Optimization exercise on an open flow, not production practice. RTL: at most simulated, not proved equivalent. Function not checked: runs 1 and 4 to 6. Power: default activity.

**flow/design.v**
```verilog
module CPU (clk, reset, in, out, N, V, Z, w, mem_cmd, mem_addr, reg_out);
	input clk, reset;
	input [15:0] in;
	output logic [15:0] out;
	output logic N, V, Z, w;
	output logic [1:0] mem_cmd;
	output logic [8:0] mem_addr;
	output logic [127:0] reg_out;
	logic [15:0] R [0:7];
	logic halted;
	logic [8:0] MAS, MAT, MAO;
	logic       SEL_S, SEL_T;
	wire  [8:0] MA = SEL_S ? MAS : SEL_T ? MAT : MAO;
	logic       MST;        
	logic       FT;         
	logic       W;
	logic [8:0] fa;         
	logic [8:0] ia;         
	logic       inv;        
	logic        SBV;
	logic [8:0]  SBA;
	logic [15:0] SBD;       
	logic [15:0] IR;
	logic        IRv;
	logic [15:0] A;         
	logic [15:0] B;         
	logic [15:0] SD;        
	logic [8:0]  TGT;       
	logic [7:0]  PP;        
	logic        TK;        
	logic [8:0]  RT;        
	logic E_LDR, E_STR, E_REDIR, E_CMP, E_HALT, E_WE, E_WSLOW;
	logic [2:0] E_WA;
	logic [8:0] E_FV;       
	logic       ldwb;       
	logic       BV;
	logic [8:0] BPC, BTGT;
	logic       PF;
	logic       LDF;        
	logic       STL;        
	logic [2:0] ld_rd;
	assign mem_addr = MA;
	assign mem_cmd  = MST ? 2'b10 : 2'b01;
	assign out      = SBD;
	assign w        = W;
	genvar gi;
	generate
		for (gi = 0; gi < 8; gi = gi + 1) begin : g_ro
			assign reg_out[gi*16 +: 16] = R[gi];
		end
	endgenerate
	function automatic [15:0] shf(input [15:0] x, input [1:0] s);
		case (s)
			2'b00: shf = x;
			2'b01: shf = {x[14:0], 1'b0};
			2'b10: shf = {1'b0, x[15:1]};
			default: shf = {x[15], x[15:1]};
		endcase
	endfunction
	function automatic [8:0] inc9(input [8:0] x);
		logic c;
		c = 1'b1;
		for (int i = 0; i < 9; i = i + 1) begin
			inc9[i] = x[i] ^ c;
			c = c & x[i];
		end
	endfunction
	function automatic [8:0] inc9b(input [8:0] x);
		logic c;
		c = 1'b1;
		inc9b[0] = x[0];
		for (int i = 1; i < 9; i = i + 1) begin
			inc9b[i] = x[i] ^ c;
			c = c & x[i];
		end
	endfunction
	function automatic cond_true(input [2:0] c, input lt, input z);
		case (c)
			3'b000: cond_true = 1'b1;
			3'b001: cond_true = z;
			3'b010: cond_true = ~z;
			3'b011: cond_true = lt;
			3'b100: cond_true = lt | z;
			default: cond_true = 1'b0;
		endcase
	endfunction
	wire [2:0] e_opc = IR[15:13];
	wire [1:0] e_op  = IR[12:11];
	wire e_movi = (e_opc == 3'b110) & (e_op == 2'b10);
	wire e_movr = (e_opc == 3'b110) & (e_op != 2'b10);
	wire e_bl   = (e_opc == 3'b010) & e_op[0];
	wire [15:0] diff = A - B;
	logic [15:0] sum;
	ks_add #(16) u_sum (.a(A), .b(B), .cin(1'b0), .s(sum), .cout());
	logic c_z, c_lt;
	cmp16 u_cmp (.a(A), .b(B), .eq(c_z), .lt(c_lt));
	logic [15:0] e_wd;
	always_comb begin
		if (e_movi)              e_wd = {{8{IR[7]}}, IR[7:0]};
		else if (e_bl)           e_wd = {8'b0, PP};
		else if (e_movr)         e_wd = B;
		else if (e_op == 2'b10)  e_wd = A & B;
		else if (e_op == 2'b11)  e_wd = ~B;
		else                     e_wd = sum;
	end
	wire f_z  = E_CMP ? c_z  : Z;
	wire f_lt = E_CMP ? c_lt : (N ^ V);
	logic [8:0] e_saddr;
	add_im5 u_es (.r(A[8:0]), .im(IR[4:0]), .s(e_saddr));
	wire       sbv_n   = E_STR | (SBV & ~MST);
	wire [8:0] sba_n   = E_STR ? e_saddr : SBA;
	wire [15:0] ldd = LDF ? SBD : in;
	wire halted_n = halted | E_HALT;
	wire squash   = MST | E_REDIR;
	wire hold     = ldwb | STL;
	wire [2:0] d_rn = in[10:8];
	wire [2:0] d_rd = in[7:5];
	wire [2:0] d_rm = in[2:0];
	wire [1:0] d_sh = in[4:3];
	function automatic [15:0] rd_fwd(input [2:0] a);
		rd_fwd = (E_WE && E_WA == a) ? e_wd : R[a];
	endfunction
	function automatic [8:0] rd_fast(input [2:0] a);
		rd_fast = (E_WE && E_WA == a) ? E_FV : R[a][8:0];
	endfunction
	wire [2:0] d_opc = in[15:13];
	wire [1:0] d_op  = in[12:11];
	wire d_ldr  = (d_opc == 3'b011);
	wire d_str  = (d_opc == 3'b100);
	wire d_bx   = (d_opc == 3'b010) & ~d_op[0];
	wire d_bl   = (d_opc == 3'b010) & d_op[0];
	wire d_halt = (d_opc == 3'b111);
	wire d_movi = (d_opc == 3'b110) & (d_op == 2'b10);
	wire d_movr = (d_opc == 3'b110) & (d_op != 2'b10);
	wire d_alu  = (d_opc == 3'b101);
	wire d_cmp  = d_alu & (d_op == 2'b01);
	wire d_tk   = ((d_opc == 3'b001) & cond_true(d_rn, f_lt, f_z)) | d_bl;
	wire [15:0] d_a  = rd_fwd(d_rn);
	wire [15:0] d_b  = shf(rd_fwd(d_rm), d_sh);
	wire [15:0] d_sd = shf(rd_fwd(d_rd), d_sh);
	logic [8:0] d_sk [0:8];
	generate
		for (gi = 0; gi < 9; gi = gi + 1) begin : g_sk
			wire [8:0] base = (gi == 8) ? E_FV : R[gi % 8][8:0];
			add_im5 u_sk (.r(base), .im(in[4:0]), .s(d_sk[gi]));
		end
	endgenerate
	wire [8:0] d_sf = d_sk[8];
	wire d_fwn = E_WE & (E_WA == d_rn);
	logic [8:0] d_saddr;
	always_comb begin
		d_saddr = {9{d_fwn}} & d_sf;
		for (int k = 0; k < 8; k = k + 1)
			d_saddr = d_saddr | ({9{~d_fwn & (d_rn == k)}} & d_sk[k]);
	end
	wire [8:0]  d_bxt   = rd_fast(d_rd);
	wire [7:0]  d_pp  = ia[7:0] + 8'd1;
	logic [8:0] d_tgt;
	ks_add #(9) u_tgt (.a({1'b0, d_pp}), .b({in[7], in[7:0]}), .cin(1'b0), .s(d_tgt), .cout());
	wire d_dep = E_WSLOW & ((d_ldr & (E_WA == d_rn)) | (d_bx & (E_WA == d_rd)));
	wire [2:0] h_rn = IR[10:8];
	wire [2:0] h_rd = IR[7:5];
	wire [2:0] h_rm = IR[2:0];
	wire p_a  = ldwb & (h_rn == ld_rd);
	wire p_b  = ldwb & (h_rm == ld_rd);
	wire p_sd = ldwb & (h_rd == ld_rd);
	wire [15:0] h_a  = p_a  ? ldd : A;
	wire [15:0] h_b  = p_b  ? shf(ldd, IR[4:3]) : B;
	wire [15:0] h_sd = p_sd ? shf(ldd, IR[4:3]) : SD;
	wire h_ldr  = (e_opc == 3'b011);
	wire h_str  = (e_opc == 3'b100);
	wire h_bx   = (e_opc == 3'b010) & ~e_op[0];
	wire h_halt = (e_opc == 3'b111);
	wire h_cmp  = (e_opc == 3'b101) & (e_op == 2'b01);
	wire h_wslow = e_movr | ((e_opc == 3'b101) & (e_op != 2'b01));
	wire h_we   = h_wslow | e_movi | e_bl;
	wire [2:0] h_wa = (e_movi | e_bl) ? h_rn : h_rd;
	wire [8:0] h_fv = e_bl ? {1'b0, PP} : {IR[7], IR[7:0]};
	wire ld_dep = ldwb & ((h_ldr & p_a) | (h_bx & p_sd));
	logic [8:0] a_saddr;
	add_im5 u_hs (.r(A[8:0]), .im(IR[4:0]), .s(a_saddr));
	wire x_exec_h = hold & IRv & ~halted & ~ld_dep;
	wire sel_d    = ~hold & inv & ~squash & ~E_LDR & ~halted_n & ~d_dep;
	wire x_stl    = (~hold & inv & ~squash & ~E_LDR & ~halted_n & d_dep) | (hold & IRv & ~halted & ld_dep);
	wire x_exec   = x_exec_h | sel_d;
	logic        x_ldr, x_str, x_redir, x_halt, x_cmp, x_we, x_wslow;
	logic [2:0]  x_wa;
	logic [8:0]  x_fv, x_raddr;
	always_comb begin
		if (hold) begin
			x_ldr   = h_ldr;
			x_str   = h_str;
			x_redir = TK | h_bx;
			x_halt  = h_halt;
			x_cmp   = h_cmp;
			x_we    = h_we;
			x_wslow = h_wslow;
			x_wa    = h_wa;
			x_fv    = h_fv;
			x_raddr = TK ? TGT : SD[8:0];
		end else begin
			x_ldr   = d_ldr;
			x_str   = d_str;
			x_redir = PF ? ~d_tk : (d_tk | d_bx);
			x_halt  = d_halt;
			x_cmp   = d_cmp;
			x_wslow = d_movr | (d_alu & ~d_cmp);
			x_we    = x_wslow | d_movi | d_bl;
			x_wa    = (d_movi | d_bl) ? d_rn : d_rd;
			x_fv    = d_bl ? {1'b0, d_pp} : {in[7], in[7:0]};
			x_raddr = PF ? ia_p1 : d_tk ? d_tgt : d_bxt;
		end
	end
	wire x_drain = x_exec & sbv_n & (x_str | x_redir | x_halt);
	wire [8:0] ia_p1 = inc9(ia);
	wire [8:0] ma_p1 = inc9(MA);
	wire [8:0] ma_p2 = inc9b(MA);
	wire [8:0] rt_p1 = inc9(RT);
	wire [8:0] btgt_p1 = inc9(BTGT);
	wire [8:0] fa_p1 = inc9(fa);
	wire d_miss  = PF & ~d_tk;          
	wire d_drain = sel_d & sbv_n & (d_str | d_halt | (PF ? ~d_tk : (d_tk | d_bx)));
	wire pred_hit = FT & BV & (MA == BPC);
	wire seq = ~E_REDIR & ~(MST & inv) & ~x_stl & ~(x_exec & (x_ldr | x_drain | x_redir));
	wire pf_n = pred_hit & seq;
	logic [8:0] ma_early, mao_n, fa_n;
	wire sel_s_n = (sel_d & d_ldr) | (x_exec_h & h_ldr);
	wire sel_t_n = sel_d & d_tk & ~PF & ~d_drain;
	wire [8:0] mas_n = hold ? (STL ? a_saddr : MAS) : d_saddr;
	always_comb begin
		if (E_LDR)                             ma_early = fa;
		else if (MST & E_REDIR)                ma_early = RT;
		else if (MST)                          ma_early = inv ? ia : fa;
		else if (E_REDIR)                      ma_early = ma_p1;
		else if (x_exec_h & SBV & (h_str | TK | h_bx | h_halt)) ma_early = SBA;
		else if (x_exec_h & TK)                ma_early = TGT;
		else if (x_exec_h & h_bx)              ma_early = SD[8:0];
		else if (x_stl)                        ma_early = MA;
		else                                   ma_early = fa;
		if (d_drain)                           mao_n = sba_n;
		else if (sel_d & d_bx)                 mao_n = d_bxt;
		else if (sel_d & d_miss)               mao_n = ia_p1;
		else if (pf_n)                         mao_n = BTGT;
		else                                   mao_n = ma_early;
		if (MST & E_REDIR)                     fa_n = rt_p1;
		else if (E_REDIR)                      fa_n = ma_p2;
		else if ((MST & inv) | x_stl | (x_exec & (x_ldr | x_drain | x_redir)))
		                                       fa_n = fa;
		else if (pf_n)                         fa_n = btgt_p1;
		else                                   fa_n = fa_p1;
	end
	always_ff @(posedge clk) begin
		if (reset) begin
			MAO     <= 9'd0;
			SEL_S   <= 1'b0;
			SEL_T   <= 1'b0;
			MST     <= 1'b0;
			FT      <= 1'b1;
			fa      <= 9'd1;
			inv     <= 1'b0;
			IRv     <= 1'b0;
			ldwb    <= 1'b0;
			STL     <= 1'b0;
			halted  <= 1'b0;
			W       <= 1'b0;
			SBV     <= 1'b0;
			BV      <= 1'b0;
			PF      <= 1'b0;
			E_LDR   <= 1'b0;
			E_STR   <= 1'b0;
			E_REDIR <= 1'b0;
			E_CMP   <= 1'b0;
			E_HALT  <= 1'b0;
			E_WE    <= 1'b0;
			E_WSLOW <= 1'b0;
		end else begin
			inv     <= FT;
			ia      <= MA;
			ldwb    <= E_LDR;
			STL     <= x_stl;
			halted  <= halted_n;
			W       <= halted_n | (x_exec & x_halt & ~x_drain);
			MST     <= x_drain;
			SBV     <= sbv_n;
			PF      <= pf_n;
			if (sel_d & (d_opc == 3'b001) & d_tk & ~PF & in[7]) begin
				BV <= 1'b1;
			end
			E_LDR   <= x_exec & x_ldr;
			E_STR   <= x_exec & x_str;
			E_REDIR <= x_exec & x_redir;
			E_CMP   <= x_exec & x_cmp;
			E_HALT  <= x_exec & x_halt;
			E_WE    <= x_exec & x_we;
			E_WSLOW <= x_exec & x_wslow;
			if (!hold) IRv <= inv & ~squash;
			MAO <= mao_n;
			SEL_S <= sel_s_n;
			SEL_T <= sel_t_n;
			fa <= fa_n;
			FT <= ~(x_exec & (x_ldr | x_drain));
		end
	end
	always_ff @(posedge clk) begin
		if (E_WE) R[E_WA] <= e_wd;
		if (ldwb) R[ld_rd] <= ldd;
		if (E_CMP) begin
			N <= diff[15];
			V <= (A[15] ^ B[15]) & (diff[15] ^ A[15]);
			Z <= c_z;
		end
		if (E_STR) begin
			SBA <= e_saddr;
			SBD <= SD;
		end
		LDF <= SBV & (SBA == MA);
		E_WA <= x_wa;
		E_FV <= x_fv;
		RT <= x_raddr;
		if (sel_d & (d_opc == 3'b001) & d_tk & ~PF & in[7]) begin
			BPC  <= ia;
			BTGT <= d_tgt;
		end
		MAS <= mas_n;
		MAT <= d_tgt;
		if (E_LDR) ld_rd <= IR[7:5];
		if (hold) begin
			A <= h_a; B <= h_b; SD <= h_sd;
		end else begin
			IR <= in;
			A <= d_a; B <= d_b; SD <= d_sd;
			TGT <= d_tgt; PP <= d_pp; TK <= d_tk;
		end
	end
endmodule
module ks_add #(parameter W = 16) (
	input  [W-1:0] a, b,
	input          cin,
	output [W-1:0] s,
	output         cout
);
	localparam L = $clog2(W) + 1;
	logic [W-1:0] g [0:L];
	logic [W-1:0] p [0:L];
	wire  [W-1:0] p0 = a ^ b;
	genvar i, k;
	generate
		for (i = 0; i < W; i = i + 1) begin : g_init
			if (i == 0) begin : g_c0
				assign g[0][i] = (a[i] & b[i]) | (p0[i] & cin);
			end else begin : g_cn
				assign g[0][i] = a[i] & b[i];
			end
			assign p[0][i] = p0[i];
		end
		for (k = 0; k < L; k = k + 1) begin : g_lvl
			for (i = 0; i < W; i = i + 1) begin : g_bit
				if (i >= (1 << k)) begin : g_op
					assign g[k+1][i] = g[k][i] | (p[k][i] & g[k][i - (1 << k)]);
					assign p[k+1][i] = p[k][i] & p[k][i - (1 << k)];
				end else begin : g_pass
					assign g[k+1][i] = g[k][i];
					assign p[k+1][i] = p[k][i];
				end
			end
		end
	endgenerate
	assign s[0] = p0[0] ^ cin;
	generate
		for (i = 1; i < W; i = i + 1) begin : g_sum
			assign s[i] = p0[i] ^ g[L][i-1];
		end
	endgenerate
	assign cout = g[L][W-1];
endmodule
module add_im5 (
	input  [8:0] r,
	input  [4:0] im,
	output [8:0] s
);
	wire [4:0] lo;
	wire       c5;
	ks_add #(5) u_lo (.a(r[4:0]), .b(im), .cin(1'b0), .s(lo), .cout(c5));
	wire [3:0] h = r[8:5];
	wire [3:0] hp = {h[3] ^ (&h[2:0]), h[2] ^ (&h[1:0]), h[1] ^ h[0], ~h[0]};
	wire [3:0] hm = {h[3] ^ ~(|h[2:0]), h[2] ^ ~(|h[1:0]), h[1] ^ ~h[0], ~h[0]};
	wire up = c5 & ~im[4];
	wire dn = ~c5 & im[4];
	assign s = {({4{up}} & hp) | ({4{dn}} & hm) | ({4{~up & ~dn}} & h), lo};
endmodule
module cmp16 (
	input  [15:0] a, b,
	output        eq, lt
);
	logic [15:0] l [0:4];
	logic [15:0] e [0:4];
	genvar i, k;
	generate
		for (i = 0; i < 16; i = i + 1) begin : g_leaf
			if (i == 15) begin : g_sign
				assign l[0][i] = a[i] & ~b[i];
			end else begin : g_mag
				assign l[0][i] = ~a[i] & b[i];
			end
			assign e[0][i] = ~(a[i] ^ b[i]);
		end
		for (k = 0; k < 4; k = k + 1) begin : g_lvl
			for (i = 0; i < (16 >> (k + 1)); i = i + 1) begin : g_node
				assign l[k+1][i] = l[k][2*i+1] | (e[k][2*i+1] & l[k][2*i]);
				assign e[k+1][i] = e[k][2*i+1] & e[k][2*i];
			end
		end
	endgenerate
	assign eq = e[4][0];
	assign lt = l[4][0];
endmodule
```
**flow/run.sh**
```bash
#!/bin/bash
# synth_recipe.tcl (not shown) runs the flow's synth.tcl, then flattens the netlist and writes it again
# the make line also repeats each setting of config.mk as NAME=value (left out here)
make -C /OpenROAD-flow-scripts/flow DESIGN_CONFIG=/design/flow/config.mk WORK_HOME=/design/flow/orfs CLKGATE_MAP_FILE= SYNTH_SCRIPT=/design/flow/synth_recipe.tcl finish
```
**flow/config.mk**
```make
export PLATFORM = sky130hd
export DESIGN_NAME = CPU
export DESIGN_NICKNAME = CPU
export VERILOG_FILES = /design/flow/design.v
export SDC_FILE = /design/flow/constraint.sdc
export NUM_CORES = 4
export LEC_CHECK = 0
export ABC_CLOCK_PERIOD_IN_PS = 2000
export CAP_MARGIN = 20
export CORE_MARGIN = 2
export CORE_UTILIZATION = 40
export SETUP_SLACK_MARGIN = 3.8
export SLEW_MARGIN = 20
export TNS_END_PERCENT = 100
```
**flow/constraint.sdc**
```tcl
create_clock -name core_clock -period 7.0 [get_ports {clk}]
set_input_delay 1.4000 -clock core_clock [delete_from_list [all_inputs] [get_ports {clk}]]
set_output_delay 1.4000 -clock core_clock [all_outputs]
set_load 0.01 [all_outputs]
```
==> impl_metrics.toml, run 1 <==
[cts]
clock_latency_ns = 0.60
cts.sinks = 346
cts_max_level = 2
cts_made_buffers = 43
clk_path_buf_depth = 3
ctsHoldBuffers = 0
cts_tree = "yes"
clockRootBuffer = "clkbuf_16"
clk_pin_slew_ns = 0.06

[cells_and_area]
drive_gt1_share_pct = 31.8
layout.nets = 3421
areaGrowthSynthToFinish_pct = 36.8
num_antenna_cells = 0
fillers = 5789

[placement]
io_buffers = 176
post-dp-hpwl_um = 93700
gp_congestion = 0.982
post-place-ws_ns = 1.82

[global_route]
grtUsageTotal_pct = 37.3
grt_max_degree = 66
overflow = 0
antenna_found_initial = 6
grt_pass1_wl_um = 187000
grt_pass1_vias = 25300

[critical_path]
crit_chain = "ha_4, fa_2, nand2b_4, a221o_1, a211oi_2, o211ai_1, a2111oi_1, or3_4, o21ai_4, nor2_1, a21oi_1, o211ai_1"
cp_common_cell = "o211ai_1"
r2r_cells = 12
arrival_ns = 4.03
cp_max_fo = 3
worstSetupPathType = "register to register"
worst_path_largest_cell_delay_ns = 0.58
cp-start-kind = "register"
cp_slowest_cell = "o211ai_1"
crit_required_ns = 7.29
end_kind = "register"

[pwr]
switching_power_w = 0.00253
power_frac_comb_pct = 32.7
p_clk_share_pct = 31.5
seqPwrFrac_pct = 35.8
worst_ir_drop_vdd_mv = 0.198
swShare_pct = 34.3
p_int_w = 0.00483
leakagePower_nw = 14.3
power_density_nw_per_um2 = 200

[route]
drc_errors = 0
vias = 26800
ant_nets = 0
met1_length_um = 51100
routed-wl-met3_um = 16800
routed_via_density = 6.56
topRoutingLayerUsed = "met5"
routedWlPerCell_um = 32.6
wl_met2_um = 57700
drt_iter0_drc = 3597
totalWireLength_um = 134000
dr.pass1.iters = 8

[flow_run]
maxCapViolCount = 0

[timing]
fin_crit_sh_pct = 53.4
skew_ns = 0.0200
fin_ws_ns = 3.26
fmax_mhz = 268
tns_ns = 0
hold_slack_ns = 0.419
rsz0062_at_grt = "true"
relSlewSlack_pct = 25.9
post-route-min-period_ns = 3.74
setup_violations = 0
tightestPinTransition_ns = 1.11
drv_slew = 0
hold_viol = 0

[synth]
netlist_top_cells_area = "edfxtp_1 30%, ha_1 9.6%, mux4_2 8.0%"
synthesis.nets = 3046
syn-cell-area_um2 = 26900
yosys_warnings = 14
synth_top_area_cell = "edfxtp_1"
synth_async_sr_flop_share_pct = 0
synthTopCellsByCount = "267 x edfxtp_1, 263 x a21oi_1, 253 x nor2_1"
synth_top_area_share_pct = 29.8
ys_ff_latch = 346
synth_cells = 2810
synth_cell_type_count = 90
synth-seq-area-share_pct = 35.7
yosysMostFrequentCell = "edfxtp_1"
avgSynthCellArea_um2 = 9.58
synth_edf_count = 267
ys.flop_type = "edfxtp_1"

[die]
die_y_um = 263
initial_core_util_pct = 40.2
rows = 95
core_area_um2 = 66900
die-width_um = 263
dieArea_um2 = 69400
io_pins = 177

[hold_path]
whs_path_depth = 0
hold_path.class = "register to register"

[status]
status = "timing/DRC/antenna clean"
## cell families after synthesis
logic type | after synthesis | synth area share (%)
buffers and inverters | 337 | 4.82
and+or+nand+nor | 752 | 13.0
DFF | 346 | 35.7
AOI/OAI and AO/OA | 809 | 18.8
xor gates and xnor gates | 92 | 2.99
adders and majority gates | 218 | 10.5
muxes | 256 | 14.2
## routing by layer
layer,global-route usage (%),vias up
met3,10.1,425
met2,56.5,1981
li1,-,11300
met1,49.5,13200
met5,0,-
met4,17.7,4
## final cells by class
cell class,count,area [µm²],area share (%)
Multi-Input combinational cell,2127,18900,51.2
Sequential cell,346,9610,26.1
Timing Repair Buffer,530,5270,14.3
Clock buffer,59,1260,3.42
Tap cell,873,1090,2.97
Inverter,137,546,1.48
Clock inverter,20,180,0.489
## power groups by stage
stage,logic (W),clock network [W],registers [W]
2_1_floorplan,0.00110,0,0.00256
3_3_place_gp,0.00162,0,0.00267
3_5_place_dp,0.00164,0,0.00267
4_1_cts,0.00211,0.00232,0.00262
5_1_grt,0.00252,0.00239,0.00264
6_report,0.00241,0.00232,0.00264
## state kept, by name, indices dropped and copies added (netlist names), 9 cells and up
signal and flops:
A 16, B 16, BPC 9, BTGT 9, E_FV 9, IR 16, MAO 9, MAS 9
MAT 9, R 128, RT 9, SBA 9, SBD 16, SD 16, TGT 9, fa 9
ia 9
## cell usage in the layout, fill, tap and decap left out, types with 41 or more instances in the layout
master	instances
o21ai_0	125
a21oi_1	198
clkbuf_16	46
dfxtp_1	74
mux2i_1	85
mux2_2	44
mux4_2	96
o21ai_1	45
nor2b_1	42
ha_4	56
clkdlybuf4s50_1	148
a21oi_2	56
buf_6	62
nand2_1	209
edfxtp_1	267
ha_1	134
inv_1	122
buf_4	257
nor2_1	233
xor2_1	41
xnor2_1	45
## path summary, 6_finish.rpt
check,slack [ns],startpoint,endpoint
max reg2reg,3.26,A[0]$_DFFE_PP_,B[14]$_DFFE_PP_
min,0.42,SD[14]$_DFFE_PP_,SBD[14]$_DFFE_PP_
min reg2reg,0.42,SD[14]$_DFFE_PP_,SBD[14]$_DFFE_PP_
max,3.26,A[0]$_DFFE_PP_,B[14]$_DFFE_PP_
## critical path, delay by kind of cell, from the launching register on
kind	cells	cell delay, ns
AO/OA/AOI/OAI	7	1.95
adder cells (fa/ha/maj)	2	0.46
flip-flops	1	0.52
AND/OR/NAND/NOR	3	0.48
## repair_timing
item / CTS / global route
setup buffers: 220 / 60
endpoints found under the setup margin: 317 / 205
resized for setup: 493 / 236
pin swaps: 165 / 142
cloned: 9 / 0
## through the flow
step / std cells / total power (W) / util [%] / area, µm²
floorplan: 2810 / 0.00365 / - / 27600
global placement: 3723 / 0.00429 / 44.7 / 29900
detailed placement: 3723 / 0.00431 / 44.7 / 29900
CTS: 4031 / 0.00705 / 52.7 / 35300
global route: 4092 / 0.00754 / 55.0 / 36800
finish: 4092 / 0.00736 / 55.0 / 36800
==> run 2, diff against run 1 <==
--- a/flow/design.v
+++ b/flow/design.v
@@ -341,3 +341,8 @@
 );
-	localparam L = $clog2(W) + 1;
+	function automatic integer lg(input integer n);
+		lg = 0;
+		for (int i = 0; i < 16; i = i + 1)
+			if ((1 << i) < n) lg = i + 1;
+	endfunction
+	localparam L = lg(W) + 1;
 	logic [W-1:0] g [0:L];
--- a/flow/config.mk
+++ b/flow/config.mk
@@ -11,3 +11,3 @@
 export CORE_UTILIZATION = 40
-export SETUP_SLACK_MARGIN = 3.8
+export SETUP_SLACK_MARGIN = 5.0
 export SLEW_MARGIN = 20
==> run 2 against run 1 <==
Still clean on timing, DRC and antenna. Synthesized cell count stayed put. Via count is 7.6% higher. Critical path depth is 1 higher. Sequential power hardly changed. Largest cell class unchanged. Largest power group is now combinational cells.
==> impl_metrics.toml, run 2 <==
[status]
status = "timing/DRC/antenna clean"

[cells_and_area]
final_cell_mix = "409 x buf_4, 267 x edfxtp_1, 220 x buf_6, 186 x nand2_1, 182 x nor2_1"
layout.nets = 3725
areaGrowthSynthToFinish_pct = 55.2
largest_register_ffs = 128
final_common_cell = "buf_4"
top_register = "R"
drive_gt1_share_pct = 48.8

[synth]
yosysMostFrequentCell = "edfxtp_1"
syn-cell-area_um2 = 26900
synth-seq-area-share_pct = 35.7
synth_cells = 2810
synth_top_area_share_pct = 29.8
avgSynthCellArea_um2 = 9.58
netlist_top_cells_area = "edfxtp_1 30%, ha_1 9.6%, mux4_2 8.0%"
synth_edf_count = 267
synth_async_sr_flop_share_pct = 0
synthTopCellsByCount = "267 x edfxtp_1, 263 x a21oi_1, 253 x nor2_1"
synth_top_area_cell = "edfxtp_1"
ys_ff_latch = 346
synth_cell_type_count = 90
ys.flop_type = "edfxtp_1"
synthesis.nets = 3046
yosys_warnings = 14

[critical_path]
end_kind = "register"
arrival_ns = 4.06
worstSetupPathType = "input pin to register"
cp_slowest_cell = "or4_4"
cp-start-kind = "input pin"
crit_required_ns = 7.32
cp_num_buf_inv = 1
cp_max_fo = 7
worst_path_largest_cell_delay_ns = 0.55
crit_chain = "buf_16, ha_4, a21o_1, a21oi_2, nor2b_1, o21ai_1, nand2b_1, ha_4, a221oi_4, o22ai_2, or4_4, nor3_4, a21oi_2"
path_delay_family = "simple AND/OR/NAND/NOR gates"

[die]
die_y_um = 263
dieArea_um2 = 69400
rows = 95
die-width_um = 263
io_pins = 177
initial_core_util_pct = 40.2
core_area_um2 = 66900

[route]
drt_iter0_drc = 3957
routedWlPerCell_um = 32.5
wl_met2_um = 62700
met1_length_um = 50400
dr.pass1.iters = 9
routed_via_density = 6.56
vias = 28900
topRoutingLayerUsed = "met5"
routed-wl-met3_um = 16200
drc_errors = 0
totalWireLength_um = 143000
ant_nets = 0

[timing]
tightestPinTransition_ns = 1.29
tns_ns = 0
fin_crit_sh_pct = 53.4
drv_slew = 0
hold_viol = 0
fin_ws_ns = 3.26
fmax_mhz = 267
setup_violations = 0
relSlewSlack_pct = 12.5
rsz0062_at_grt = "true"
post-route-min-period_ns = 3.74
skew_ns = 0.0313

[cts]
cts_max_level = 2
ctsHoldBuffers = 0
cts_tree = "yes"
clock_latency_ns = 0.60
cts.sinks = 346
clockRootBuffer = "clkbuf_16"
clk_pin_slew_ns = 0.06
clk_path_buf_depth = 3
cts_made_buffers = 41

[hold_path]
hold_path.class = "register to register"

[global_route]
antenna_found_initial = 7
grt_pass1_vias = 27600
overflow = 0
grtUsageTotal_pct = 38.9
grt_max_degree = 41
grt_pass1_wl_um = 196000

[pwr]
leakagePower_nw = 16.8
worst_ir_drop_vdd_mv = 0.197
power_density_nw_per_um2 = 191

[placement]
io_buffers = 176
post-dp-hpwl_um = 91500
gp_congestion = 0.983
post-place-ws_ns = 1.58

[flow_run]
maxCapViolCount = 0
run 2: worst reg2reg max path, delay by kind of cell (launching register included):
kind	cells	cell delay (ns)
compound gates	6	1.32
fa+ha+maj	1	0.22
buf+inv	6	0.91
flops	1	0.47
mux	1	0.22
simple gates	2	0.21
run 2: layout make-up:
type	instances	area, µm²
repair buffers	830	8230
clock inverters	22	318
repair inverters	2	17.5
fillers	5175	25100
well taps	873	1090
inverters	137	582
multi-input cells	2131	20800
clock buffers	53	1120
diodes	3	7.51
flip-flops and latches	346	9620
run 2: worst paths after layout:
kind,from,endpoint,slack (ns),depth (start not counted)
setup / recovery,in[1],MAS[6]$_DFFE_PP_,3.26,13
hold / removal,SD[15]$_DFFE_PP_,SBD[15]$_DFFE_PP_,0.42,0
hold reg to reg,SD[15]$_DFFE_PP_,SBD[15]$_DFFE_PP_,0.42,0
setup reg to reg,B[1]$_DFFE_PP_,B[6]$_DFFE_PP_,3.37,16
run 2: kinds of logic after synthesis:
family | share of synthesized area [%]
and+or+nand+nor | 13.0
AOI/OAI and AO/OA | 18.8
muxes | 14.2
adders and majority gates | 10.5
xor gates and xnor gates | 2.99
DFF | 35.7
buffers and inverters | 4.82
run 2: repair_timing:
action                                  in CTS  in global routing
cloned                                      21                  5
endpoints found under the setup margin     656                583
buffers inserted                           438                132
gates resized for setup                   1360                426
pin swaps                                  233                195
run 2: power by group:
part | switching, W | internal (W)
logic | 0.00156 | 0.00140
clock network | 0.000987 | 0.00140
registers | 0.000203 | 0.00243
total | 0.00275 | 0.00524
run 2: routing by layer:
metal | vias up | GRT usage, %
li1 | 11900 | -
met1 | 14100 | 47.6
met2 | 2192 | 60.9
met3 | 663 | 8.14
met4 | 2 | 28.4
met5 | - | 0
run 2: metrics by stage:
step | instances | total power (W) | hold slack (ns) | utilization, % | area [µm²]
final | 4397 | 0.00799 | 0.419 | 62.4 | 41800
after global routing | 4395 | 0.00817 | 0.429 | 62.4 | 41800
after CTS | 4257 | 0.00748 | 0.419 | 58.1 | 38900
after detailed placement | 3723 | 0.00441 | 0.405 | 46.0 | 30800
after global placement | 3722 | 0.00439 | 0.404 | 46.0 | 30800
after floorplan | 2810 | 0.00381 | 0.400 | - | 29100
Testbench counts of run 2, summed over its fixed seeds: cycles 8,963, instrs 6,884.
==> run 3, diff against run 2 <==
--- a/flow/config.mk
+++ b/flow/config.mk
@@ -11,3 +11,3 @@
 export CORE_UTILIZATION = 40
-export SETUP_SLACK_MARGIN = 5.0
+export SETUP_SLACK_MARGIN = 4.5
 export SLEW_MARGIN = 20
==> run 3 against run 2 <==
Synthesized area unchanged. Combinational power down 6.8%. Via count down 0.96%. Critical path depth up 3. Sequential power about the same. Critical endpoint is now B[6]$_DFFE_PP_. Non-clock buffer count down 48. Power down 1.9%. Sequential share of layout area up 0.61 points. Count of clock-buffer cells in the layout down 7. Fmax up 3.7%. Worst hold slack better by 0.0051 ns. Synthesized cell count unchanged.
==> impl_metrics.toml, run 3 <==
[synth]
synth_top_area_share_pct = 29.8
synth_edf_count = 267
synth_cell_type_count = 90
ys.flop_type = "edfxtp_1"
synth-seq-area-share_pct = 35.7
ys_ff_latch = 346
syn-cell-area_um2 = 26900
synthesis.nets = 3046
yosys_warnings = 14
avgSynthCellArea_um2 = 9.58
yosysMostFrequentCell = "edfxtp_1"
synth_cells = 2810
synth_async_sr_flop_share_pct = 0
synth_top_area_cell = "edfxtp_1"
synthTopCellsByCount = "267 x edfxtp_1, 263 x a21oi_1, 253 x nor2_1"
netlist_top_cells_area = "edfxtp_1 30%, ha_1 9.6%, mux4_2 8.0%"

[critical_path]
end_kind = "register"
cp.depth = 16
cp_num_buf_inv = 4
cp_slowest_cell = "edfxtp_1"
worst_path_largest_cell_delay_ns = 0.52
path_delay_family = "compound AO/OA/AOI/OAI gates"
crit_chain = "buf_4, buf_6, ha_4, fa_2, nand2b_4, a221o_1, buf_6, buf_6, a211o_1, and3b_2, o41a_4, nor2_2, a21oi_2, mux2i_1, mux2i_1, o21ai_1"
cp_max_fo = 4
cp_common_cell = "buf_6"
arrival_ns = 4.06
cp-start-kind = "register"
worstSetupPathType = "register to register"
crit_required_ns = 7.45
r2r_cells = 16

[route]
routedWlPerCell_um = 31.2
routed_via_density = 6.57
dr.pass1.iters = 9
totalWireLength_um = 136000
drc_errors = 0
ant_nets = 0
vias = 28600
drt_iter0_drc = 4305

[cells_and_area]
stdcell_area_um2 = 40700
final_common_cell = "buf_4"
layout.nets = 3676
fillers = 5189
areaGrowthSynthToFinish_pct = 51.1
largest_register_ffs = 128
top_register = "R"
drive_gt1_share_pct = 46.8
final_cell_mix = "401 x buf_4, 267 x edfxtp_1, 200 x nor2_1, 199 x buf_6, 188 x nand2_1"

[cts]
clk_path_buf_depth = 3
cts_made_buffers = 42
clockRootBuffer = "clkbuf_16"
cts.sinks = 346
clock_latency_ns = 0.61
ctsHoldBuffers = 0
clk_pin_slew_ns = 0.07
cts_max_level = 2
cts_tree = "yes"

[global_route]
overflow = 0
grt_max_degree = 67
grtUsageTotal_pct = 36.4
grt_pass1_wl_um = 186000
antenna_found_initial = 9
grt_pass1_vias = 26500

[timing]
tns_ns = 0
drv_slew = 0
fmax_mhz = 277
post-route-min-period_ns = 3.61
tightestPinTransition_ns = 1.21
hold_viol = 0
fin_crit_sh_pct = 51.5
skew_ns = 0.0331
hold_slack_ns = 0.424
relSlewSlack_pct = 17.4
setup_violations = 0
rsz0062_at_grt = "true"

[pwr]
leakagePower_nw = 16.4
worst_ir_drop_vdd_mv = 0.169
power_density_nw_per_um2 = 193

[die]
rows = 95
die-width_um = 263
dieArea_um2 = 69400
initial_core_util_pct = 40.2
io_pins = 177
die_y_um = 263
core_area_um2 = 66900

[flow_run]
maxCapViolCount = 0

[placement]
io_buffers = 176
post-dp-hpwl_um = 82400
gp_congestion = 0.989
placed_area_um2 = 30400

[hold_path]
whs_path_depth = 0
hold_path.class = "register to register"

[status]
status = "timing/DRC/antenna clean"
-- run 3: cell counts after synthesis --
No cell type changed its count.
-- run 3: final cells by class --
type                            count  area [µm²]  area share, %
Sequential cell                   346        9610           23.6
Inverter                          137         539           1.33
Antenna cell                        2        5.00         0.0123
Clock inverter                     32         435           1.07
Clock buffer                       46        1080           2.65
Tap cell                          873        1090           2.69
Multi-Input combinational cell   2131       20200           49.8
Timing Repair Buffer              782        7670           18.9
-- run 3: routing by layer --
layer	vias up	routed length [µm]	track usage (%)
li1	11800	-	-
met1	13900	48800	46.8
met2	2321	58200	54.8
met3	582	17800	9.07
met4	12	10600	22.9
met5	-	111	0
-- run 3: metrics by stage --
step | total power [W] | cells | worst slack, ns | util, %
after floorplan | 0.00376 | 2810 | 3.26 | -
after global placement | 0.00426 | 3717 | 2.02 | 45.4
after detailed placement | 0.00430 | 3718 | 1.96 | 45.5
after CTS | 0.00730 | 4218 | 3.55 | 56.4
after global routing | 0.00802 | 4348 | 3.35 | 60.8
final | 0.00784 | 4349 | 3.39 | 60.8
-- run 3: final timing paths --
kind	startpoint	slack (ns)	endpoint
setup / recovery	A[0]$_DFFE_PP_	3.39	B[6]$_DFFE_PP_
hold / removal	SD[11]$_DFFE_PP_	0.42	SBD[11]$_DFFE_PP_
setup reg to reg	A[0]$_DFFE_PP_	3.39	B[6]$_DFFE_PP_
hold reg to reg	SD[11]$_DFFE_PP_	0.42	SBD[11]$_DFFE_PP_
-- run 3: logic make-up after synthesis --
logic type	share of synthesized area (%)
flops	35.7
fa+ha+maj	10.5
xor+xnor	2.99
simple gates	13.0
compound gates	18.8
buf+inv	4.82
mux	14.2
-- run 3: repair_timing --
action,CTS,global route
endpoints found under the setup margin,512,455
cloned,25,7
resized for setup,1266,405
pin swaps,209,167
buffers inserted,397,122
-- run 3: power breakdown --
| part | switching, W | total (W) | internal [W] |
|---|---|---|---|
| clock network | 0.00103 | 0.00246 | 0.00143 |
| logic | 0.00145 | 0.00276 | 0.00130 |
| registers | 0.000188 | 0.00262 | 0.00243 |
| total | 0.00267 | 0.00784 | 0.00517 |
==> run 4, diff against run 3 <==
--- a/flow/design.v
+++ b/flow/design.v
@@ -122,5 +122,2 @@
 	endfunction
-	function automatic [8:0] rd_fast(input [2:0] a);
-		rd_fast = (E_WE && E_WA == a) ? E_FV : R[a][8:0];
-	endfunction
 	wire [2:0] d_opc = in[15:13];
@@ -140,18 +137,19 @@
 	wire [15:0] d_sd = shf(rd_fwd(d_rd), d_sh);
-	logic [8:0] d_sk [0:8];
+	logic [8:0] R9 [0:7];
+	logic [8:0] d_sk [0:7];
 	generate
-		for (gi = 0; gi < 9; gi = gi + 1) begin : g_sk
-			wire [8:0] base = (gi == 8) ? E_FV : R[gi % 8][8:0];
-			add_im5 u_sk (.r(base), .im(in[4:0]), .s(d_sk[gi]));
+		for (gi = 0; gi < 8; gi = gi + 1) begin : g_sk
+			assign R9[gi] = (E_WE && E_WA == gi) ? E_FV : R[gi][8:0];
+			add_im5 u_sk (.r(R9[gi]), .im(in[4:0]), .s(d_sk[gi]));
 		end
 	endgenerate
-	wire [8:0] d_sf = d_sk[8];
-	wire d_fwn = E_WE & (E_WA == d_rn);
-	logic [8:0] d_saddr;
+	logic [8:0] d_saddr, d_bxt;
 	always_comb begin
-		d_saddr = {9{d_fwn}} & d_sf;
-		for (int k = 0; k < 8; k = k + 1)
-			d_saddr = d_saddr | ({9{~d_fwn & (d_rn == k)}} & d_sk[k]);
+		d_saddr = 9'd0;
+		d_bxt = 9'd0;
+		for (int k = 0; k < 8; k = k + 1) begin
+			d_saddr = d_saddr | ({9{d_rn == k}} & d_sk[k]);
+			d_bxt = d_bxt | ({9{d_rd == k}} & R9[k]);
+		end
 	end
-	wire [8:0]  d_bxt   = rd_fast(d_rd);
 	wire [7:0]  d_pp  = ia[7:0] + 8'd1;
--- a/flow/config.mk
+++ b/flow/config.mk
@@ -11,3 +11,3 @@
 export CORE_UTILIZATION = 40
-export SETUP_SLACK_MARGIN = 4.5
+export SETUP_SLACK_MARGIN = 3.8
 export SLEW_MARGIN = 20
==> run 4 against run 3 <==
Critical path depth decreased by 1. Via count fell by 7.6%. Critical path type unchanged. Worst hold slack got worse by 0.0050 ns. Synthesized area grew 4.8%. Combinational power shrank 21%. Clock skew increased by 0.0055 ns. Worst setup slack lost 0.34 ns. Wire length is 7.5% lower. Largest cell class unchanged. Highest routed layer unchanged. Count of clock-buffer cells in the layout rose by 9. First-iteration DRC count is 11% lower.
==> impl_metrics.toml, run 4 <==
[cells_and_area]
stdcell_area_um2 = 36700
final_common_cell = "edfxtp_1"
layout.nets = 3377
final_cell_mix = "267 x edfxtp_1, 252 x nor2_1, 218 x a21oi_1, 206 x buf_4, 183 x nand2_1"
areaGrowthSynthToFinish_pct = 30.0
drive_gt1_share_pct = 29.8
largest_register_ffs = 128
top_register = "R"
final_util_pct = 52.5

[timing]
post-route-min-period_ns = 3.95
tightestPinTransition_ns = 1.16
setup_violations = 0
tns_ns = 0
skew_ns = 0.0386
relSlewSlack_pct = 22.7
drv_slew = 0
hold_viol = 0
hold_slack_ns = 0.419
rsz0062_at_grt = "true"
fmax_mhz = 253
fin_crit_sh_pct = 56.4

[status]
status = "timing/DRC/antenna clean"

[global_route]
grt_max_degree = 87
antenna_found_initial = 6
overflow = 0
grtUsageTotal_pct = 32.8
grt_pass1_vias = 25000
grt_pass1_wl_um = 176000

[die]
die_y_um = 270
core_area_um2 = 69900
die-width_um = 270
initial_core_util_pct = 40.4
io_pins = 177
rows = 97
dieArea_um2 = 72700

[cts]
cts.sinks = 346
cts_max_level = 2
clockRootBuffer = "clkbuf_16"
ctsHoldBuffers = 0
cts_tree = "yes"
clk_path_buf_depth = 3
clk_pin_slew_ns = 0.06
clock_latency_ns = 0.62
cts_made_buffers = 43

[route]
drc_errors = 0
totalWireLength_um = 125000
vias = 26400
routed_via_density = 6.39
drt_iter0_drc = 3842
ant_nets = 0
dr.pass1.iters = 8
routedWlPerCell_um = 30.4

[pwr]
seqPwrFrac_pct = 36.7
switching_power_w = 0.00246
p_int_w = 0.00474
p_clk_share_pct = 32.8
power_frac_comb_pct = 30.4
leakagePower_nw = 14.2
swShare_pct = 34.1
power_w = 0.00720
power_density_nw_per_um2 = 196
worst_ir_drop_vdd_mv = 0.200

[synth]
avgSynthCellArea_um2 = 9.89
synthTopCellsByCount = "273 x nor2_1, 267 x edfxtp_1, 261 x a21oi_1"
yosys_warnings = 16
synth_async_sr_flop_share_pct = 0
netlist_top_cells_area = "edfxtp_1 28%, mux4_2 10%, ha_1 8.6%"
syn-cell-area_um2 = 28200
synth_top_area_share_pct = 28.4
ys_ff_latch = 346
synth_cell_type_count = 95
synth_top_area_cell = "edfxtp_1"
yosysMostFrequentCell = "nor2_1"
ys.flop_type = "edfxtp_1"
synthesis.nets = 3077
synth_edf_count = 267
synth_cells = 2853
synth-seq-area-share_pct = 34.0

[hold_path]
hold_path.class = "register to register"

[critical_path]
arrival_ns = 4.24
cp-start-kind = "register"
crit_required_ns = 7.29
worst_path_largest_cell_delay_ns = 0.60
crit_chain = "buf_8, nand4b_1, buf_4, mux2i_2, inv_1, ha_1, a21o_1, a21oi_2, o21bai_1, a21o_1, ha_1, a222oi_1, o221ai_1, o21ai_1, a31oi_1"
cp_max_fo = 7
worstSetupPathType = "register to register"
end_kind = "register"
cp_slowest_cell = "a222oi_1"

[placement]
io_buffers = 176
placed_area_um2 = 31000
gp_congestion = 0.974
post-dp-hpwl_um = 87300

[flow_run]
maxCapViolCount = 0
==> run 4: cell count changes in the layout (fill, tap and decap cells not counted), sizes merged, moves of 24 or more <==
cell and change:
buf -464, nand2 -24, mux2i +44, mux2 +60
clkdlybuf4s50 +144, o21ai -44, inv +31, mux4 +29
xnor2 +26
==> run 4: path summary, 6_finish.rpt <==
kind / start / endpoint / slack, ns / cells past startpoint
worst max-delay path: E_WA[2]$_DFF_P_ / MAS[8]$_DFFE_PP_ / 3.05 / 15
worst min-delay path: SD[11]$_DFFE_PP_ / SBD[11]$_DFFE_PP_ / 0.42 / 0
worst max register to register: E_WA[2]$_DFF_P_ / MAS[8]$_DFFE_PP_ / 3.05 / 15
worst min register to register: SD[11]$_DFFE_PP_ / SBD[11]$_DFFE_PP_ / 0.42 / 0
==> run 4: per-layer routing <==
layer,global-route usage (%),share of wire (%)
met4,13.2,4.9
met5,0,0.024
met3,6.82,11
met1,45.1,40
met2,50.4,44
==> run 4: timing repair <==
action | 4_1_cts | 5_1_grt
resized for setup | 358 | 194
cloned | 5 | 4
pin swaps | 72 | 105
buffers inserted | 146 | 67
endpoints found under the setup margin | 296 | 146
==> run 4: cell families (layout without fill, tap and decap cells) <==
group | count (synthesis) | count (layout) | share of synthesized area, %
AO/OA/AOI/OAI | 739 | 739 | 16.7
AND/OR/NAND/NOR | 691 | 692 | 11.3
multiplexers | 389 | 389 | 19.9
buffers and inverters | 376 | 709 | 5.36
flip-flops | 346 | 346 | 34.0
adder cells (fa/ha/maj) | 206 | 206 | 9.43
XOR/XNOR | 106 | 106 | 3.29
other | 0 | 2 | 0
==> run 4: per-stage QoR <==
step           worst slack (ns)  cells
2_1_floorplan              3.26   2853
3_3_place_gp               1.89   3821
3_5_place_dp               1.95   3825
4_1_cts                    3.16   4055
5_1_grt                    3.03   4127
6_report                   3.05   4129
==> run 4: power by group through the flow <==
stage / Sequential (W) / Clock [W] / Combinational [W]
global placement: 0.00269 / 0 / 0.00157
finish: 0.00264 / 0.00236 / 0.00219
CTS: 0.00263 / 0.00236 / 0.00193
floorplan: 0.00256 / 0 / 0.00113
global route: 0.00265 / 0.00245 / 0.00230
detailed placement: 0.00269 / 0 / 0.00160
==> run 4: worst max-delay path: cells and delay by family (launching register included) <==
kind                       cells  cell delay, ns
AOI/OAI and AO/OA              8            1.79
muxes                          1            0.34
DFF                            1            0.39
adders and majority gates      2            0.61
buffers and inverters          3            0.40
and+or+nand+nor                1            0.11
==> run 4: final cells by class <==
type                       instances  area (µm²)
inverter                         170         663
multi-input combinational       2132       19200
clock buffer                      55        1210
timing repair buffer             460        4520
sequential                       346        9630
tap                              940        1180
clock inverter                    24         275
antenna                            2        5.00
fill                            6173       33200
==> run 5, diff against run 4 <==
--- a/flow/config.mk
+++ b/flow/config.mk
@@ -11,3 +11,3 @@
 export CORE_UTILIZATION = 40
-export SETUP_SLACK_MARGIN = 3.8
+export SETUP_SLACK_MARGIN = 4.5
 export SLEW_MARGIN = 20
==> run 5 against run 4 <==
Largest power group is now combinational cells. Highest routed layer unchanged. Utilization rose by 8.4 points. Final cell count rose by 9.7%. Wire length rose by 13%. Sequential power barely moved. Die area did not move. Clock power rose by 2%. Still clean on timing, DRC and antenna. Cell area rose by 16%. Clock skew rose by 0.025 ns.
==> impl_metrics.toml, run 5 <==
[route]
routed_via_density = 6.44
vias = 29200
routedWlPerCell_um = 31.4
drc_errors = 0
ant_nets = 0
totalWireLength_um = 142000
dr.pass1.iters = 12
drt_iter0_drc = 4379

[synth]
yosys_warnings = 16
synthTopCellsByCount = "273 x nor2_1, 267 x edfxtp_1, 261 x a21oi_1"
synthesis.nets = 3077
ys_ff_latch = 346
netlist_top_cells_area = "edfxtp_1 28%, mux4_2 10%, ha_1 8.6%"
syn-cell-area_um2 = 28200
synth_cell_type_count = 95
ys.flop_type = "edfxtp_1"
synth-seq-area-share_pct = 34.0
yosysMostFrequentCell = "nor2_1"
synth_async_sr_flop_share_pct = 0
synth_cells = 2853
avgSynthCellArea_um2 = 9.89
synth_top_area_cell = "edfxtp_1"
synth_top_area_share_pct = 28.4
synth_edf_count = 267

[cells_and_area]
stdcell_count = 4530
drive_gt1_share_pct = 50.5
layout.nets = 3777
final_common_cell = "buf_4"
top_register = "R"
areaGrowthSynthToFinish_pct = 50.7
largest_register_ffs = 128
stdcell_area_um2 = 42500
final_cell_mix = "455 x buf_4, 267 x edfxtp_1, 219 x buf_6, 216 x nor2_1, 173 x nand2_1"

[cts]
cts_max_level = 2
clock_latency_ns = 0.63
clockRootBuffer = "clkbuf_16"
cts_tree = "yes"
cts_made_buffers = 43
clk_path_buf_depth = 3
ctsHoldBuffers = 0
cts.sinks = 346
clk_pin_slew_ns = 0.06

[status]
status = "timing/DRC/antenna clean"

[pwr]
worst_ir_drop_vdd_mv = 0.182
power_density_nw_per_um2 = 186
leakagePower_nw = 17.1

[die]
die-width_um = 270
initial_core_util_pct = 40.4
die_y_um = 270
core_area_um2 = 69900
dieArea_um2 = 72700
rows = 97
io_pins = 177

[critical_path]
cp_slowest_cell = "mux2_2"
cp_num_buf_inv = 2
regToRegSetupSlack_ns = 3.24
worst_path_largest_cell_delay_ns = 0.38
arrival_ns = 4.07
worstSetupPathType = "register to register"
end_kind = "register"
crit_chain = "nand2b_4, nor3b_4, buf_6, mux2_2, ha_1, a21oi_2, nor2b_1, o21ai_1, nand2b_1, inv_1, ha_2, a222oi_1, mux4_2, mux2i_1, nor2_1, a21oi_1"
cp_max_fo = 6
crit_required_ns = 7.31
path_delay_family = "simple AND/OR/NAND/NOR gates"
cp-start-kind = "register"

[global_route]
overflow = 0
grt_pass1_wl_um = 194000
grtUsageTotal_pct = 36.2
antenna_found_initial = 6
grt_max_degree = 69
grt_pass1_vias = 27800

[timing]
fin_crit_sh_pct = 53.7
hold_viol = 0
skew_ns = 0.0634
post-route-min-period_ns = 3.76
hold_slack_ns = 0.413
fmax_mhz = 266
relSlewSlack_pct = 11.5
tightestPinTransition_ns = 1.32
setup_violations = 0
tns_ns = 0
rsz0062_at_grt = "true"
drv_slew = 0
fin_ws_ns = 3.24

[placement]
post-place-ws_ns = 2.02
dp.cells = 3821
gp_congestion = 0.951
post-dp-hpwl_um = 88200
placed_area_um2 = 31600
io_buffers = 176

[hold_path]
hold_path.class = "register to register"

[flow_run]
maxCapViolCount = 0
-- run 5: layout make-up --
| class | count | area, µm² |
|---|---|---|
| diodes | 2 | 5.00 |
| fillers | 5507 | 27400 |
| repair buffers | 858 | 8200 |
| well taps | 940 | 1180 |
| multi-input cells | 2134 | 21300 |
| inverters | 170 | 686 |
| clock inverters | 28 | 337 |
| flip-flops and latches | 346 | 9630 |
| clock buffers | 52 | 1140 |
-- run 5: worst paths after layout --
kind | startpoint | endpoint | depth (start not counted)
worst max-delay path | E_WA[0]$_DFF_P_ | MAS[7]$_DFFE_PP_ | 16
worst min-delay path | SD[11]$_DFFE_PP_ | SBD[11]$_DFFE_PP_ | 0
worst max register to register | E_WA[0]$_DFF_P_ | MAS[7]$_DFFE_PP_ | 16
worst min register to register | SD[11]$_DFFE_PP_ | SBD[11]$_DFFE_PP_ | 0
-- run 5: worst reg2reg max path: stages (launching register included) --
cell	delay, ns
dfxtp_4	0.37
nand2b_4	0.18
nor3b_4	0.25
buf_6	0.18
mux2_2	0.38
ha_1	0.38
a21oi_2	0.09
nor2b_1	0.15
o21ai_1	0.09
nand2b_1	0.17
inv_1	0.07
ha_2	0.19
a222oi_1	0.37
mux4_2	0.33
mux2i_1	0.07
nor2_1	0.12
a21oi_1	0.05
-- run 5: what timing repair did --
| item | CTS | global route |
|---|---|---|
| buffers inserted | 478 | 126 |
| cloned | 16 | 7 |
| pin swaps | 145 | 207 |
| resized for setup | 1384 | 358 |
| endpoints found under the setup margin | 642 | 536 |
-- run 5: metal layers --
metal / GRT usage (%) / up-vias / wire [µm]
met5: 0 / - / 36
met1: 46.2 / 14300 / 51700
met3: 9.23 / 613 / 17700
met4: 19.2 / 6 / 9540
li1: - / 12000 / -
met2: 56.5 / 2229 / 63100
-- run 5: cells by family after synthesis --
kind of cell    count (synthesis)  share of synthesized area (%)
flops                         346                           34.0
buf+inv                       376                           5.36
compound gates                739                           16.7
xor+xnor                      106                           3.29
simple gates                  691                           11.3
fa+ha+maj                     206                           9.43
mux                           389                           19.9
-- run 5: metrics by stage --
step	util, %	power [W]
after floorplan	-	0.00378
after global placement	45.1	0.00432
after detailed placement	45.2	0.00436
after CTS	56.8	0.00738
after global routing	60.8	0.00807
final	60.8	0.00789
-- run 5: where the power goes --
group | switching [W] | internal [W]
sequential | 0.000201 | 0.00243
clock | 0.00104 | 0.00137
combinational | 0.00150 | 0.00135
==> run 6, diff against run 5 <==
--- a/flow/config.mk
+++ b/flow/config.mk
@@ -11,4 +11,4 @@
 export CORE_UTILIZATION = 40
-export SETUP_SLACK_MARGIN = 4.5
+export SETUP_SLACK_MARGIN = 3.4
 export SLEW_MARGIN = 20
-export TNS_END_PERCENT = 100
+export TNS_END_PERCENT = 20
==> run 6 against run 5 <==
Still clean. Power shrank 18%. Synthesized area unchanged. Global-route usage fell by 5.2 points. Clock power shrank 15%. Non-clock buffer count decreased by 556. Combinational power down 39%. Wire length fell by 18%. Count of clock-buffer cells in the layout fell by 3. Critical path depth is 2 higher. Register-to-register slack worse by 0.27 ns. Largest cell class unchanged.
==> impl_metrics.toml, run 6 <==
[global_route]
grt_max_degree = 80
antenna_found_initial = 2
overflow = 0
grt_pass1_wl_um = 167000
grtUsageTotal_pct = 31.0
grt_pass1_vias = 23500

[critical_path]
path_delay_family = "compound AO/OA/AOI/OAI gates"
cp.depth = 18
cp_common_cell = "buf_4"
worst_path_largest_cell_delay_ns = 0.64
worstSetupPathType = "register to register"
cp_slowest_cell = "a222oi_1"
crit_required_ns = 7.26
cp_max_fo = 4
cp-start-kind = "register"
end_kind = "register"
arrival_ns = 4.28
r2r_cells = 18
crit_chain = "nand2b_4, buf_4, nor3_4, buf_4, mux2i_4, inv_1, ha_1, a21o_1, a21oi_2, nor2b_1, o21ai_1, nand2b_1, ha_4, a222oi_1, mux4_2, mux2i_1, nor2_1, a21oi_1"
cp_num_buf_inv = 3

[synth]
ys_ff_latch = 346
synthTopCellsByCount = "273 x nor2_1, 267 x edfxtp_1, 261 x a21oi_1"
synth_cell_type_count = 95
netlist_top_cells_area = "edfxtp_1 28%, mux4_2 10%, ha_1 8.6%"
synth_async_sr_flop_share_pct = 0
avgSynthCellArea_um2 = 9.89
ys.flop_type = "edfxtp_1"
synth_cells = 2853
yosysMostFrequentCell = "nor2_1"
synth-seq-area-share_pct = 34.0
synthesis.nets = 3077
synth_top_area_share_pct = 28.4
yosys_warnings = 16
synth_edf_count = 267
syn-cell-area_um2 = 28200
synth_top_area_cell = "edfxtp_1"

[placement]
io_buffers = 176
gp_congestion = 1.02
post-dp-hpwl_um = 86700

[timing]
drv_slew = 0
post-route-min-period_ns = 4.02
tns_ns = 0
setup_violations = 0
hold_viol = 0
rsz0062_at_grt = "true"
fin_crit_sh_pct = 57.5
skew_ns = 0.0601
relSlewSlack_pct = 24.1
tightestPinTransition_ns = 1.14
fmax_mhz = 249

[cells_and_area]
areaGrowthSynthToFinish_pct = 18.3
final_common_cell = "nor2_1"
layout.nets = 3215
largest_register_ffs = 128
fillers = 6530
drive_gt1_share_pct = 19.3
top_register = "R"
seqCellArea_um2 = 9620
final_cell_mix = "270 x nor2_1, 267 x edfxtp_1, 241 x a21oi_1, 195 x nand2_1, 184 x ha_1"
multi_input_area_um2 = 17800
final_util_pct = 47.7

[cts]
cts_tree = "yes"
ctsHoldBuffers = 0
cts_max_level = 2
cts.sinks = 346
cts_made_buffers = 40
clock_latency_ns = 0.61
clockRootBuffer = "clkbuf_16"
clk_pin_slew_ns = 0.06
clk_path_buf_depth = 3

[pwr]
worst_ir_drop_vdd_mv = 0.180
leakagePower_nw = 12.9
power_density_nw_per_um2 = 193

[die]
io_pins = 177
die_y_um = 270
dieArea_um2 = 72700
core_area_um2 = 69900
die-width_um = 270
initial_core_util_pct = 40.4
rows = 97

[flow_run]
maxCapViolCount = 0

[route]
totalWireLength_um = 117000
dr.pass1.iters = 8
vias = 25200
routedWlPerCell_um = 29.5
drc_errors = 0
drt_iter0_drc = 3770
ant_nets = 0
routed_via_density = 6.35

[status]
status = "timing/DRC/antenna clean"

[hold_path]
hold_path.class = "register to register"
whs_path_depth = 0
-- run 6: cell count changes in the layout (fill, tap and decap cells not counted), moves of 35 or more --
cell,delta
a21oi_1,+135
a21oi_2,-109
buf_12,-36
buf_2,-93
buf_4,-348
buf_6,-205
clkdlybuf4s50_1,+157
ha_1,+53
ha_4,-43
mux2_2,+39
mux2_4,-39
nor2_1,+54
o21ai_0,+66
o21ai_2,-35
-- run 6: timing repair --
| item | in CTS | in global routing |
|---|---|---|
| setup buffers | 47 | 28 |
| pin swaps | 24 | 12 |
| setup endpoints to repair | 159 | 125 |
| gates cloned | 1 | 0 |
| gates resized for setup | 129 | 68 |
-- run 6: area by class of cell --
type	count	area share (%)
clock inverter	25	0.641
timing repair buffer	302	8.52
antenna	1	0.00750
inverter	170	1.94
sequential	346	28.8
multi-input combinational	2131	53.4
tap	940	3.52
clock buffer	49	3.10
-- run 6: where the power goes --
part	switching, W	internal [W]
clock	0.000942	0.00111
combinational	0.00106	0.000696
sequential	0.000207	0.00244
-- run 6: cell families (layout without fill, tap and decap cells) --
family                     after synthesis  in the layout  synth area share (%)
xor gates and xnor gates               106            106                  3.29
and+or+nand+nor                        691            691                  11.3
AOI/OAI and AO/OA                      739            739                  16.7
muxes                                  389            389                  19.9
other                                    0              1                     0
buffers and inverters                  376            546                  5.36
DFF                                    346            346                  34.0
adders and majority gates              206            206                  9.43
-- run 6: worst paths after layout --
| kind | startpoint | endpoint | slack, ns |
|---|---|---|---|
| worst min register to register | SD[15]$_DFFE_PP_ | SBD[15]$_DFFE_PP_ | 0.43 |
| worst min-delay path | SD[15]$_DFFE_PP_ | SBD[15]$_DFFE_PP_ | 0.43 |
| worst max-delay path | E_WA[0]$_DFF_P_ | MAS[7]$_DFFE_PP_ | 2.98 |
| worst max register to register | E_WA[0]$_DFF_P_ | MAS[7]$_DFFE_PP_ | 2.98 |
-- run 6: per-stage QoR --
step                cell area (µm²)  std cells  hold WS, ns  power, W  worst slack [ns]
floorplan                     28300       2853        0.400   0.00366              3.25
global placement              30700       3811        0.407   0.00421              2.06
detailed placement            30700       3812        0.409   0.00424              1.96
CTS                           32900       3934        0.428   0.00633              2.97
global route                  33400       3963        0.439   0.00666              2.84
finish                        33400       3964        0.427   0.00645              2.98
-- run 6: routing by layer --
layer	wire, µm	GRT usage [%]	up-vias	part of all wire, %
li1	-	-	10900	-
met1	48600	43.7	12300	41
met2	51400	47.6	1696	44
met3	12300	5.98	246	10
met4	4750	10.9	4	4.1
met5	24	0	-	0.021
==> run 7, diff against run 6 <==
--- a/flow/design.v
+++ b/flow/design.v
@@ -122,2 +122,5 @@
 	endfunction
+	function automatic [8:0] rd_fast(input [2:0] a);
+		rd_fast = (E_WE && E_WA == a) ? E_FV : R[a][8:0];
+	endfunction
 	wire [2:0] d_opc = in[15:13];
@@ -137,19 +140,18 @@
 	wire [15:0] d_sd = shf(rd_fwd(d_rd), d_sh);
-	logic [8:0] R9 [0:7];
-	logic [8:0] d_sk [0:7];
+	logic [8:0] d_sk [0:8];
 	generate
-		for (gi = 0; gi < 8; gi = gi + 1) begin : g_sk
-			assign R9[gi] = (E_WE && E_WA == gi) ? E_FV : R[gi][8:0];
-			add_im5 u_sk (.r(R9[gi]), .im(in[4:0]), .s(d_sk[gi]));
+		for (gi = 0; gi < 9; gi = gi + 1) begin : g_sk
+			wire [8:0] base = (gi == 8) ? E_FV : R[gi % 8][8:0];
+			add_im5 u_sk (.r(base), .im(in[4:0]), .s(d_sk[gi]));
 		end
 	endgenerate
-	logic [8:0] d_saddr, d_bxt;
+	wire [8:0] d_sf = d_sk[8];
+	wire d_fwn = E_WE & (E_WA == d_rn);
+	logic [8:0] d_saddr;
 	always_comb begin
-		d_saddr = 9'd0;
-		d_bxt = 9'd0;
-		for (int k = 0; k < 8; k = k + 1) begin
-			d_saddr = d_saddr | ({9{d_rn == k}} & d_sk[k]);
-			d_bxt = d_bxt | ({9{d_rd == k}} & R9[k]);
-		end
+		d_saddr = {9{d_fwn}} & d_sf;
+		for (int k = 0; k < 8; k = k + 1)
+			d_saddr = d_saddr | ({9{~d_fwn & (d_rn == k)}} & d_sk[k]);
 	end
+	wire [8:0]  d_bxt   = rd_fast(d_rd);
 	wire [7:0]  d_pp  = ia[7:0] + 8'd1;
@@ -164,5 +166,5 @@
 	wire p_sd = ldwb & (h_rd == ld_rd);
-	wire [15:0] h_a  = p_a  ? ldd : A;
-	wire [15:0] h_b  = p_b  ? shf(ldd, IR[4:3]) : B;
-	wire [15:0] h_sd = p_sd ? shf(ldd, IR[4:3]) : SD;
+	wire [15:0] h_a  = p_a  ? ldd : R[h_rn];
+	wire [15:0] h_b  = shf(p_b  ? ldd : R[h_rm], IR[4:3]);
+	wire [15:0] h_sd = shf(p_sd ? ldd : R[h_rd], IR[4:3]);
 	wire h_ldr  = (e_opc == 3'b011);
@@ -178,3 +180,3 @@
 	logic [8:0] a_saddr;
-	add_im5 u_hs (.r(A[8:0]), .im(IR[4:0]), .s(a_saddr));
+	add_im5 u_hs (.r(R[h_rn][8:0]), .im(IR[4:0]), .s(a_saddr));
 	wire x_exec_h = hold & IRv & ~halted & ~ld_dep;
@@ -226,3 +228,3 @@
 	wire sel_t_n = sel_d & d_tk & ~PF & ~d_drain;
-	wire [8:0] mas_n = hold ? (STL ? a_saddr : MAS) : d_saddr;
+	wire [8:0] mas_n = hold ? a_saddr : d_saddr;
 	always_comb begin
--- a/flow/config.mk
+++ b/flow/config.mk
@@ -10,5 +10,5 @@
 export CORE_MARGIN = 2
-export CORE_UTILIZATION = 40
-export SETUP_SLACK_MARGIN = 3.4
+export CORE_UTILIZATION = 30
+export SETUP_SLACK_MARGIN = 4.5
 export SLEW_MARGIN = 20
-export TNS_END_PERCENT = 20
+export TNS_END_PERCENT = 100
==> run 7 against run 6 <==
Still clean on timing, DRC and antenna. Combinational power rose by 66%. Die area increased by 45%. Wire length is 35% higher. Synthesized cell count grew 13%. Register-to-register slack better by 0.62 ns. Global-route usage shrank 2.9 points. Sequential power hardly changed. Clock skew fell by 0.033 ns. Sequential share of layout area is 8.7 points lower. Cell area increased by 38%. Fmax increased by 18%. Critical endpoint is now MAO[0]$_SDFF_PP0_. Largest cell class unchanged. Largest power group is now combinational cells.
==> impl_metrics.toml, run 7 <==
[status]
status = "timing/DRC/antenna clean"

[timing]
post-route-min-period_ns = 3.40
hold_viol = 0
relSlewSlack_pct = 21.6
rsz0062_at_grt = "true"
setup_violations = 0
skew_ns = 0.0273
tns_ns = 0

[synth]
synth_edf_count = 210
synth_async_sr_flop_share_pct = 0
synthTopCellsByCount = "285 x nand2_1, 275 x a21oi_1, 251 x nor2_1"
ys_ff_latch = 355
synth_cell_type_count = 93
synth_cells = 3211
synth_top_area_cell = "edfxtp_1"
netlist_top_cells_area = "edfxtp_1 20%, mux4_2 14%, dfxtp_1 9.4%"
avgSynthCellArea_um2 = 9.59
synth_top_area_share_pct = 20.5
syn-cell-area_um2 = 30800
synthesis.nets = 3459
yosysMostFrequentCell = "nand2_1"
synth-seq-area-share_pct = 29.9
ys.flop_type = "edfxtp_1"

[pwr]
p_int_w = 0.00510
switching_power_w = 0.00275
power_frac_comb_pct = 36.9
leakagePower_nw = 18.2
p_clk_share_pct = 29.6
seqPwrFrac_pct = 33.5
power_density_nw_per_um2 = 170
worst_ir_drop_vdd_mv = 0.179

[cts]
clk_path_buf_depth = 3
clock_latency_ns = 0.62
cts.sinks = 355
cts_max_level = 2
cts_made_buffers = 41
cts_tree = "yes"

[critical_path]
crit_required_ns = 7.51
end_kind = "register"
cp-start-kind = "register"
worstSetupPathType = "register to register"
arrival_ns = 3.92

[hold_path]
hold_path.class = "register to register"

[die]
die-width_um = 324
core_area_um2 = 102000
io_pins = 177
die_y_um = 324
dieArea_um2 = 105000
rows = 117

[global_route]
grt_use_met2_pct = 44.6
overflow = 0
grt_max_degree = 64
antenna_found_initial = 6
grt_pass1_wl_um = 219000
grt_busiest_layer = "met2"

[placement]
placed_area_um2 = 34800
dp.cells = 4589
gp_congestion = 0.957

[route]
totalWireLength_um = 158000
drt_iter0_drc = 4438
drc_errors = 0
dr.pass1.iters = 7
vias = 32300
routed_via_density = 6.12

[cells_and_area]
final_cell_mix = "423 x buf_4, 268 x nand2_1, 219 x buf_6, 210 x edfxtp_1, 208 x nor2_1"
areaGrowthSynthToFinish_pct = 50.0
multi_input_area_um2 = 24500
layout.nets = 4118
final_util_pct = 45.4
drive_gt1_share_pct = 47.7
stdcell_area_um2 = 46200
==> run 7: kinds of logic after synthesis <==
logic type | after synthesis | synth area share, %
fa+ha+maj | 230 | 9.67
xor+xnor | 99 | 2.82
flops | 355 | 29.9
simple gates | 831 | 12.7
compound gates | 895 | 18.5
mux | 409 | 21.4
buf+inv | 392 | 5.01
==> run 7: final cells by class <==
type                    instances  share of cell area (%)
repair buffers                854                    18.8
clock inverters                26                   0.572
repair inverters                1                  0.0163
diodes                          4                  0.0217
multi-input cells            2468                    53.0
clock buffers                  49                    2.42
well taps                    1368                    3.71
flip-flops and latches        355                    20.1
inverters                     149                    1.33
==> run 7: power groups by stage <==
| stage | clock network [W] | registers (W) | logic, W |
|---|---|---|---|
| after global placement | 0 | 0.00267 | 0.00177 |
| final | 0.00232 | 0.00263 | 0.00290 |
| after floorplan | 0 | 0.00255 | 0.00131 |
| after global routing | 0.00240 | 0.00264 | 0.00303 |
| after detailed placement | 0 | 0.00267 | 0.00179 |
| after CTS | 0.00231 | 0.00262 | 0.00245 |
==> run 7: repair_timing <==
action,in CTS,in global routing
hold buffers,0,0
resized for setup,1471,401
endpoints found under the setup margin,502,461
cloned,26,10
pin swaps,241,180
setup buffers,455,114
==> run 7: metal layers <==
layer  up-vias  share of wire, %  wire (µm)
met4         8               8.8      13900
li1      13500                 -          -
met1     15600                35      55900
met2      2473                44      69300
met3       710                12      18400
met5         -             0.039         61
==> run 7: path summary, 6_finish.rpt <==
path | start | endpoint | slack (ns) | depth (start not counted)
worst min register to register | SD[12]$_DFF_P_ | SBD[12]$_DFFE_PP_ | 0.41 | 0
worst max-delay path | B[3]$_DFF_P_ | MAO[0]$_SDFF_PP0_ | 3.60 | 11
worst min-delay path | SD[12]$_DFF_P_ | SBD[12]$_DFFE_PP_ | 0.41 | 0
worst max register to register | B[3]$_DFF_P_ | MAO[0]$_SDFF_PP0_ | 3.60 | 11
==> run 7: worst max-delay path: stages, from the launching register on <==
cell	delay (ns)
dfxtp_1	0.52
ha_4	0.30
a21oi_1	0.22
nor2b_1	0.11
o32ai_2	0.47
a211oi_4	0.15
nor3_4	0.28
a2111oi_4	0.10
buf_4	0.19
or3_4	0.35
or4_1	0.52
o221ai_1	0.08
==> run 7: per-stage QoR <==
step / hold slack [ns] / setup slack, ns
6_report: 0.415 / 3.60
5_1_grt: 0.428 / 3.54
4_1_cts: 0.412 / 3.73
3_5_place_dp: 0.395 / 2.10
3_3_place_gp: 0.391 / 2.19
2_1_floorplan: 0.386 / 3.38
Testbench counts of run 7, summed over its fixed seeds: cycles 8,963, instrs 6,884.
